Context: an optimization exercise on an open-source flow, tuned for small area and a short achievable clock period. The choices shown serve that exercise and are no tape-out recipe. RTL that was checked went through simulation tests only; none was proved equivalent to the original. Power is estimated from default activity; no workload was simulated.

job 104:
==> flow/design.v (excerpt) <==
module neuron_l2 (
    input clk,
    input reset,
    input enable,
    input startup,
    input signed [17*16-1:0] in,
    input signed [15:0] weight,
    output reg signed [15:0] out,
    output reg outvalid,
    output reg tmp3
);
For scale: roughly 2100 cells after synthesis, ~560 flip-flops, ~310 I/O pins.
export LEC_CHECK = 0
export CAP_MARGIN = 20
export CORE_MARGIN = 2
export CORE_UTILIZATION = 40
export CTS_CLUSTER_DIAMETER = 100
export CTS_CLUSTER_SIZE = 30
export SETUP_SLACK_MARGIN = 4.5
export SLEW_MARGIN = 20
create_clock -name core_clock -period 7.0 [get_ports {clk}]
standard.sh (not shown) runs the stock make flow with config.mk's settings and CLKGATE_MAP_FILE= SYNTH_SCRIPT=/design/flow/synth_recipe.tcl, a recipe that flattens the netlist after the stock synthesis.
==> flow/flow/run.sh <==
#!/bin/bash
# Standard layout, with plain buffers (not delay cells) on the ports.
set -euo pipefail
export BUFFER_PORTS_ARGS="-buffer_cell sky130_fd_sc_hd__buf_1"
bash standard.sh synth > make_synth.log 2>&1
bash standard.sh finish > make_finish.log 2>&1
Setup changes, job 104 to job 103
diff --git a/flow/design.v b/flow/design.v
--- a/flow/design.v
+++ b/flow/design.v
@@ -4,96 +4,87 @@
     input enable,
     input startup,
     input signed [17*16-1:0] in,
     input signed [15:0] weight,
     output reg signed [15:0] out,
     output reg outvalid,
     output reg tmp3
 );
     wire load = enable & startup;
     wire comp = enable & ~startup;
     reg [15:0] C [0:16];
     reg [16:0] V;        
-    reg [16:0] z;        
-    reg [8:0] ps;        
+    reg [4:0] zc;        
+    reg [4:0] pc;        
     reg dly;             
     reg ld1;
     reg [15:0] wr1;
-    wire [16:0] tz = {z[14:0], z[16:15]};    
+    wire [4:0] tn = (zc >= 5'd15) ? zc - 5'd15 : zc + 5'd2;   
     wire wen = dly ? ld1 : load;
     wire [15:0] wd = dly ? wr1 : weight;
     wire [15:0] wdn = ~wd;
     reg [16:0] wsel;
     integer j;
     always @(*) begin
         for (j = 0; j < 17; j = j + 1)
-            wsel[j] = (j % 2 == 0) ? (wen & ps[j / 2]) : 1'b0;
+            wsel[j] = (j % 2 == 0) & wen & (pc == j);
     end
     always @(posedge clk) begin
         ld1 <= load;
         wr1 <= weight;
         if (!load) begin
-            ps[0] <= tz[0];
-            for (j = 1; j < 9; j = j + 1)
-                ps[j] <= tz[2 * j] | tz[2 * j - 1];
-            dly <= tz[1] | tz[3] | tz[5] | tz[7] | tz[9] | tz[11] | tz[13] | tz[15];
+            pc <= tn + {4'd0, tn[0]};
+            dly <= tn[0];
         end
         C[0] <= wsel[0] ? wd : C[16];
         for (j = 1; j < 17; j = j + 1)
             if (j % 2)
                 C[j] <= C[j - 1];
             else
                 C[j] <= ~(wsel[j] ? ((j % 4 == 2) ? wd : wdn) : C[j - 1]);
     end
     always @(posedge clk or posedge reset) begin
         if (reset) begin
             V <= 17'd0;
-            z <= 17'd1;
+            zc <= 5'd0;
         end else begin
             V <= wsel | {V[15:0], V[16]};
-            z <= {z[15:0], z[16]};
+            zc <= (zc == 5'd16) ? 5'd0 : zc + 5'd1;
         end
     end
     reg [4:0] raddr;
     reg newIn, s1, s2;
     always @(posedge clk or posedge reset) begin
         if (reset) begin
-            raddr <= 0; newIn <= 0; s1 <= 0; s2 <= 0;
+            raddr <= 0; newIn <= 0; s1 <= 0; s2 <= 0; tmp3 <= 0; outvalid <= 0;
         end else if (enable) begin
             if (startup) begin
                 raddr <= 0; newIn <= 0;
             end else if (raddr == 5'd16) begin
                 raddr <= 0; newIn <= 1;
             end else begin
                 raddr <= raddr + 5'd1; newIn <= 0;
             end
-            s1 <= newIn; s2 <= s1;
+            s1 <= newIn; s2 <= s1; tmp3 <= s2; outvalid <= tmp3;
         end else begin
             raddr <= 0; newIn <= 0;
         end
     end
-    always @(posedge clk) begin
-        if (reset) begin
-            tmp3 <= 0; outvalid <= 0;
-        end else if (enable) begin
-            tmp3 <= s2; outvalid <= tmp3;
-        end
-    end
     wire xon = V[0] & ~newIn;
     reg [15:0] xsel;
     integer i;
     always @(*) begin
         xsel = 16'd0;
         for (i = 0; i < 17; i = i + 1)
-            xsel = xsel | (in[16*i +: 16] & {16{z[i]}});
+            xsel = xsel | (in[16*i +: 16] & {16{zc == i}});
     end
     reg [15:0] xr;
     reg [7:0] bp1, bn1, bp2, bn2;
     wire [16:0] we = {C[0], 1'b0};   
     integer d;
     always @(posedge clk) begin
         xr <= xsel;
         for (d = 0; d < 8; d = d + 1) begin
             bp1[d] <= xon & ~we[2*d+2] & (we[2*d+1] ^ we[2*d]);
             bn1[d] <= xon &  we[2*d+2] & (we[2*d+1] ^ we[2*d]);
             bp2[d] <= xon & ~we[2*d+2] &  we[2*d+1] &  we[2*d];
             bn2[d] <= xon &  we[2*d+2] & ~we[2*d+1] & ~we[2*d];
@@ -438,17 +429,15 @@
     wire b204 = (b147 & b84) | (b147 & b146) | (b84 & b146);
     wire b205 = b149 ^ b88 ^ b148;
     wire b206 = (b149 & b88) | (b149 & b148) | (b88 & b148);
     wire b207 = b151 ^ b92 ^ b150;
     wire b208 = (b151 & b92) | (b151 & b150) | (b92 & b150);
     wire b209 = b153 ^ b96 ^ b152;
     wire b210 = (b153 & b96) | (b153 & b152) | (b96 & b152);
     always @(posedge clk) begin
         as <= {b209, b207, b205, b203, b201, b199, b197, b195, b193, b191, b189, b187, b185, b183, b181, b179, b177, b175, b173, b171, b169, b167, b165, b163, b161, b159, b157, b155};
         ac <= {b208, b206, b204, b202, b200, b198, b196, b194, b192, b190, b188, b186, b184, b182, b180, b178, b176, b174, b172, b170, b168, b166, b164, b162, b160, b158, b156, fc[0]};
     end
     wire [27:0] acc = as + ac;
-    wire [27:0] acc19 = as + ac + 28'd89456640;
-    reg og;
-    always @(posedge clk) og <= comp & s2 & (raddr == 5'd2) & ~acc19[27];
-    always @(posedge clk) out <= og ? acc[27:12] : 16'd0;
+    wire g20 = tmp3 & (raddr == 5'd3);
+    always @(posedge clk) out <= (g20 & ~acc[27]) ? acc[27:12] : 16'd0;
 endmodule
## What came out
Total power was lower in job 103 than in job 104.
Total number of vias for job 103 is lower than for job 104.
Via count of the first global-routing pass of job 104 is on par with job 103.
Changes observed in job 103 relative to job 104: wire length the detailed router placed on met1 saw a decrease, maximum clock frequency increased 0.50%, count of flip-flops with a built-in enable after synthesis went down, wire length went down.
No run of this note included a check of the RTL's function; only the layout flow was run.

---

neuron_l2, a different RTL version from the one above (not shown whole).
For scale: about 2,000 cells after synthesis, ~550 flip-flops, roughly 310 I/O pins, roughly 22,000 µm² of cells after synthesis.
export LEC_CHECK = 0
export CAP_MARGIN = 20
export CORE_MARGIN = 2
export CORE_UTILIZATION = 40
export CTS_CLUSTER_DIAMETER = 100
export CTS_CLUSTER_SIZE = 30
export SETUP_SLACK_MARGIN = 4.5
export SLEW_MARGIN = 20
create_clock -name core_clock -period 7.0 [get_ports {clk}]
Scripts as last shown in full above: flow/flow/run.sh
Then changed:
--- a/flow/design.v
+++ b/flow/design.v
@@ -16,16 +16,17 @@
     reg [16:0] z;        
     reg [8:0] ps;        
     reg dly;             
     reg ld1;
     reg [15:0] wr1;
     wire [16:0] tz = {z[14:0], z[16:15]};    
     wire wen = dly ? ld1 : load;
     wire [15:0] wd = dly ? wr1 : weight;
+    wire [15:0] wdn = ~wd;
     reg [16:0] wsel;
     integer j;
     always @(*) begin
         for (j = 0; j < 17; j = j + 1)
             wsel[j] = (j % 2 == 0) ? (wen & ps[j / 2]) : 1'b0;
     end
     always @(posedge clk) begin
         ld1 <= load;
@@ -36,17 +37,17 @@
                 ps[j] <= tz[2 * j] | tz[2 * j - 1];
             dly <= tz[1] | tz[3] | tz[5] | tz[7] | tz[9] | tz[11] | tz[13] | tz[15];
         end
         C[0] <= wsel[0] ? wd : C[16];
         for (j = 1; j < 17; j = j + 1)
             if (j % 2)
                 C[j] <= C[j - 1];
             else
-                C[j] <= wsel[j] ? wd : C[j - 1];
+                C[j] <= ~(wsel[j] ? ((j % 4 == 2) ? wd : wdn) : C[j - 1]);
     end
     always @(posedge clk or posedge reset) begin
         if (reset) begin
             V <= 17'd0;
             z <= 17'd1;
         end else begin
             V <= wsel | {V[15:0], V[16]};
             z <= {z[15:0], z[16]};
@@ -92,17 +93,17 @@
     always @(*) begin
         xsel = 16'd0;
         for (i = 0; i < 17; i = i + 1)
             xsel = xsel | (in[16*i +: 16] & {16{z[i]}});
     end
     reg [15:0] xr;
     reg [7:0] bm1, bm2, bng;    
     reg nul;    
-    wire [16:0] we = {C[0], 1'b0};
+    wire [16:0] we = {C[0], 1'b0};   
     integer d;
     always @(posedge clk) begin
         xr <= xsel;
         nul <= newIn;
         for (d = 0; d < 8; d = d + 1) begin
             bm1[d] <= xon & (we[2*d+1] ^ we[2*d]);
             bm2[d] <= xon & ((~we[2*d+2] & we[2*d+1] & we[2*d]) | (we[2*d+2] & ~we[2*d+1] & ~we[2*d]));
             bng[d] <= xon & we[2*d+2] & ~(we[2*d+1] & we[2*d]);
Die area is higher by 0.83%.
Routed wire length is about the same.
Cell count went up by 2.0%.
Register-to-register slack improved by 20 ps.
Setup slack is about the same.
Final area climbs by 1.2%.
Fmax is about the same.

---

== rev 12 ==
neuron_l2, a different RTL version from the one above (not shown whole).
Size: about 2100 cells after synthesis, roughly 560 flip-flops, roughly 310 I/O pins, about 23000 µm² of cells after synthesis.
Settings: LEC_CHECK=0, CAP_MARGIN=20, CORE_MARGIN=2, CORE_UTILIZATION=40, CTS_CLUSTER_DIAMETER=100, CTS_CLUSTER_SIZE=30, SETUP_SLACK_MARGIN=4.6, SLEW_MARGIN=20; clock period 7.0 ns.
Scripts as last shown in full above: flow/flow/run.sh
The inputs of rev 13 differ from those of rev 12 as listed below.
--- a/flow/design.v
+++ b/flow/design.v
@@ -16,17 +16,16 @@
     reg [16:0] z;        
     reg [8:0] ps;        
     reg dly;             
     reg ld1;
     reg [15:0] wr1;
     wire [16:0] tz = {z[14:0], z[16:15]};    
     wire wen = dly ? ld1 : load;
     wire [15:0] wd = dly ? wr1 : weight;
-    wire [15:0] wdn = ~wd;
     reg [16:0] wsel;
     integer j;
     always @(*) begin
         for (j = 0; j < 17; j = j + 1)
             wsel[j] = (j % 2 == 0) ? (wen & ps[j / 2]) : 1'b0;
     end
     always @(posedge clk) begin
         ld1 <= load;
@@ -37,17 +36,17 @@
                 ps[j] <= tz[2 * j] | tz[2 * j - 1];
             dly <= tz[1] | tz[3] | tz[5] | tz[7] | tz[9] | tz[11] | tz[13] | tz[15];
         end
         C[0] <= wsel[0] ? wd : C[16];
         for (j = 1; j < 17; j = j + 1)
             if (j % 2)
                 C[j] <= C[j - 1];
             else
-                C[j] <= ~(wsel[j] ? ((j % 4 == 2) ? wd : wdn) : C[j - 1]);
+                C[j] <= wsel[j] ? wd : C[j - 1];
     end
     always @(posedge clk or posedge reset) begin
         if (reset) begin
             V <= 17'd0;
             z <= 17'd1;
         end else begin
             V <= wsel | {V[15:0], V[16]};
             z <= {z[15:0], z[16]};
@@ -91,49 +90,48 @@
     reg [15:0] xsel;
     integer i;
     always @(*) begin
         xsel = 16'd0;
         for (i = 0; i < 17; i = i + 1)
             xsel = xsel | (in[16*i +: 16] & {16{z[i]}});
     end
     reg [15:0] xr;
-    reg [7:0] bp1, bn1, bp2, bn2;
+    reg [7:0] bm1, bm2, bng;    
     reg nul;    
-    wire [16:0] we = {C[0], 1'b0};   
+    wire [16:0] we = {C[0], 1'b0};
     integer d;
     always @(posedge clk) begin
         xr <= xsel;
         nul <= newIn;
         for (d = 0; d < 8; d = d + 1) begin
-            bp1[d] <= xon & ~we[2*d+2] & (we[2*d+1] ^ we[2*d]);
-            bn1[d] <= xon &  we[2*d+2] & (we[2*d+1] ^ we[2*d]);
-            bp2[d] <= xon & ~we[2*d+2] &  we[2*d+1] &  we[2*d];
-            bn2[d] <= xon &  we[2*d+2] & ~we[2*d+1] & ~we[2*d];
+            bm1[d] <= xon & (we[2*d+1] ^ we[2*d]);
+            bm2[d] <= xon & ((~we[2*d+2] & we[2*d+1] & we[2*d]) | (we[2*d+2] & ~we[2*d+1] & ~we[2*d]));
+            bng[d] <= xon & we[2*d+2] & ~(we[2*d+1] & we[2*d]);
         end
     end
-    wire [7:0] bneg = bn1 | bn2;
+    wire [7:0] bneg = bng;
     wire [16:0] x1 = {xr[15], xr};
     wire [16:0] x2 = {xr, 1'b0};
     wire sx0 = ~pp0[16] & ~nul;
     wire sx1 = ~pp1[16] & ~nul;
     wire sx2 = ~pp2[16] & ~nul;
     wire sx3 = ~pp3[16] & ~nul;
     wire sx4 = ~pp4[16] & ~nul;
     wire sx5 = ~pp5[16] & ~nul;
     wire sx6 = ~pp6[16] & ~nul;
     wire sx7 = ~pp7[16] & ~nul;
-    wire [16:0] pp0 = ({17{bp1[0]}} & x1) | ({17{bn1[0]}} & ~x1) | ({17{bp2[0]}} & x2) | ({17{bn2[0]}} & ~x2);
-    wire [16:0] pp1 = ({17{bp1[1]}} & x1) | ({17{bn1[1]}} & ~x1) | ({17{bp2[1]}} & x2) | ({17{bn2[1]}} & ~x2);
-    wire [16:0] pp2 = ({17{bp1[2]}} & x1) | ({17{bn1[2]}} & ~x1) | ({17{bp2[2]}} & x2) | ({17{bn2[2]}} & ~x2);
-    wire [16:0] pp3 = ({17{bp1[3]}} & x1) | ({17{bn1[3]}} & ~x1) | ({17{bp2[3]}} & x2) | ({17{bn2[3]}} & ~x2);
-    wire [16:0] pp4 = ({17{bp1[4]}} & x1) | ({17{bn1[4]}} & ~x1) | ({17{bp2[4]}} & x2) | ({17{bn2[4]}} & ~x2);
-    wire [16:0] pp5 = ({17{bp1[5]}} & x1) | ({17{bn1[5]}} & ~x1) | ({17{bp2[5]}} & x2) | ({17{bn2[5]}} & ~x2);
-    wire [16:0] pp6 = ({17{bp1[6]}} & x1) | ({17{bn1[6]}} & ~x1) | ({17{bp2[6]}} & x2) | ({17{bn2[6]}} & ~x2);
-    wire [16:0] pp7 = ({17{bp1[7]}} & x1) | ({17{bn1[7]}} & ~x1) | ({17{bp2[7]}} & x2) | ({17{bn2[7]}} & ~x2);
+    wire [16:0] pp0 = (({17{bm1[0]}} & x1) | ({17{bm2[0]}} & x2)) ^ {17{bng[0]}};
+    wire [16:0] pp1 = (({17{bm1[1]}} & x1) | ({17{bm2[1]}} & x2)) ^ {17{bng[1]}};
+    wire [16:0] pp2 = (({17{bm1[2]}} & x1) | ({17{bm2[2]}} & x2)) ^ {17{bng[2]}};
+    wire [16:0] pp3 = (({17{bm1[3]}} & x1) | ({17{bm2[3]}} & x2)) ^ {17{bng[3]}};
+    wire [16:0] pp4 = (({17{bm1[4]}} & x1) | ({17{bm2[4]}} & x2)) ^ {17{bng[4]}};
+    wire [16:0] pp5 = (({17{bm1[5]}} & x1) | ({17{bm2[5]}} & x2)) ^ {17{bng[5]}};
+    wire [16:0] pp6 = (({17{bm1[6]}} & x1) | ({17{bm2[6]}} & x2)) ^ {17{bng[6]}};
+    wire [16:0] pp7 = (({17{bm1[7]}} & x1) | ({17{bm2[7]}} & x2)) ^ {17{bng[7]}};
     wire a1 = pp0[10] ^ pp1[8];
     wire a2 = pp0[10] & pp1[8];
     wire a3 = pp0[11] ^ pp1[9];
     wire a4 = pp0[11] & pp1[9];
     wire a5 = pp0[12] ^ pp1[10] ^ pp2[8];
     wire a6 = (pp0[12] & pp1[10]) | (pp0[12] & pp2[8]) | (pp1[10] & pp2[8]);
     wire a7 = pp3[6] ^ pp4[4];
     wire a8 = pp3[6] & pp4[4];
### Flow results
Worst hold slack: rev 12 vs rev 13 — no meaningful difference. Between rev 13 and rev 12, it is rev 13 whose post-synth net total is lower, by about 6%. Summary of rev 13 over rev 12: signed area change from the synthesized netlist to the final layout lower, post-placement worst setup slack barely changed. Synthesis left rev 13 with fewer flip-flops than rev 12. Largest net degree at the start of global routing: rev 13 vs rev 12 down 28%. | portion of the post-synthesis area used by sequential elements | rev 13 vs rev 12 | 2.2 points higher |. The total track usage reported for rev 13 is smaller than that of rev 12 by 3.7 points. | per-cell via count in the routed design | rev 12 vs rev 13 | ≈ equal |. Diff rev 12 -> rev 13: core utilization moved down; mapped cell area moved down; number of clock sinks seen by CTS moved down. Rev 12 → rev 13: tap cell count lost 8.0%; final period utilization comparable.

what the ideal ports hide:
Ports are ideal in the flow. The routed layouts listed here were re-timed in OpenROAD. Step 1 (the two cells are an assumption about what drives the block):
set clk [get_ports {clk}]
set_driving_cell -lib_cell sky130_fd_sc_hd__clkbuf_16 $clk
set_driving_cell -lib_cell sky130_fd_sc_hd__buf_2 [delete_from_list [all_inputs] $clk]
Step 2 adds t to the input delays and takes it off the output delays; t is the mean of the earliest and latest rising clock arrival at the registers after step 1. Input paths then give back, and output paths get back, about the clock's delay inside the block. Three values: no drivers, after step 1, after step 2; two values: the first two.
run	shift t [ns]	setup slack, ns	hold WS [ns]	pins driven straight from the clock port
job 104	0.640	4.291 / 4.291 / 4.029	0.322 / 0.322 / 0.322	1
job 103	0.635	4.304 / 4.304 / 3.954	0.332 / 0.332 / 0.332	1
the first run of note 2	0.631	4.562 / 4.511 / 4.172	0.331 / 0.331 / 0.331	1
the second run of note 2	0.633	4.560 / 4.502 / 3.945	0.335 / 0.335 / 0.335	1
rev 12	0.642	4.564 / 4.504 / 4.183	0.327 / 0.327 / 0.327	1
rev 13	0.635	4.570 / 4.516 / 4.054	0.327 / 0.327 / 0.327	1
After both steps every run listed still meets setup and hold. For the second run of note 2, which loses most, drivers alone change the setup slack by -0.058 ns; drivers and shift together by -0.615 ns.
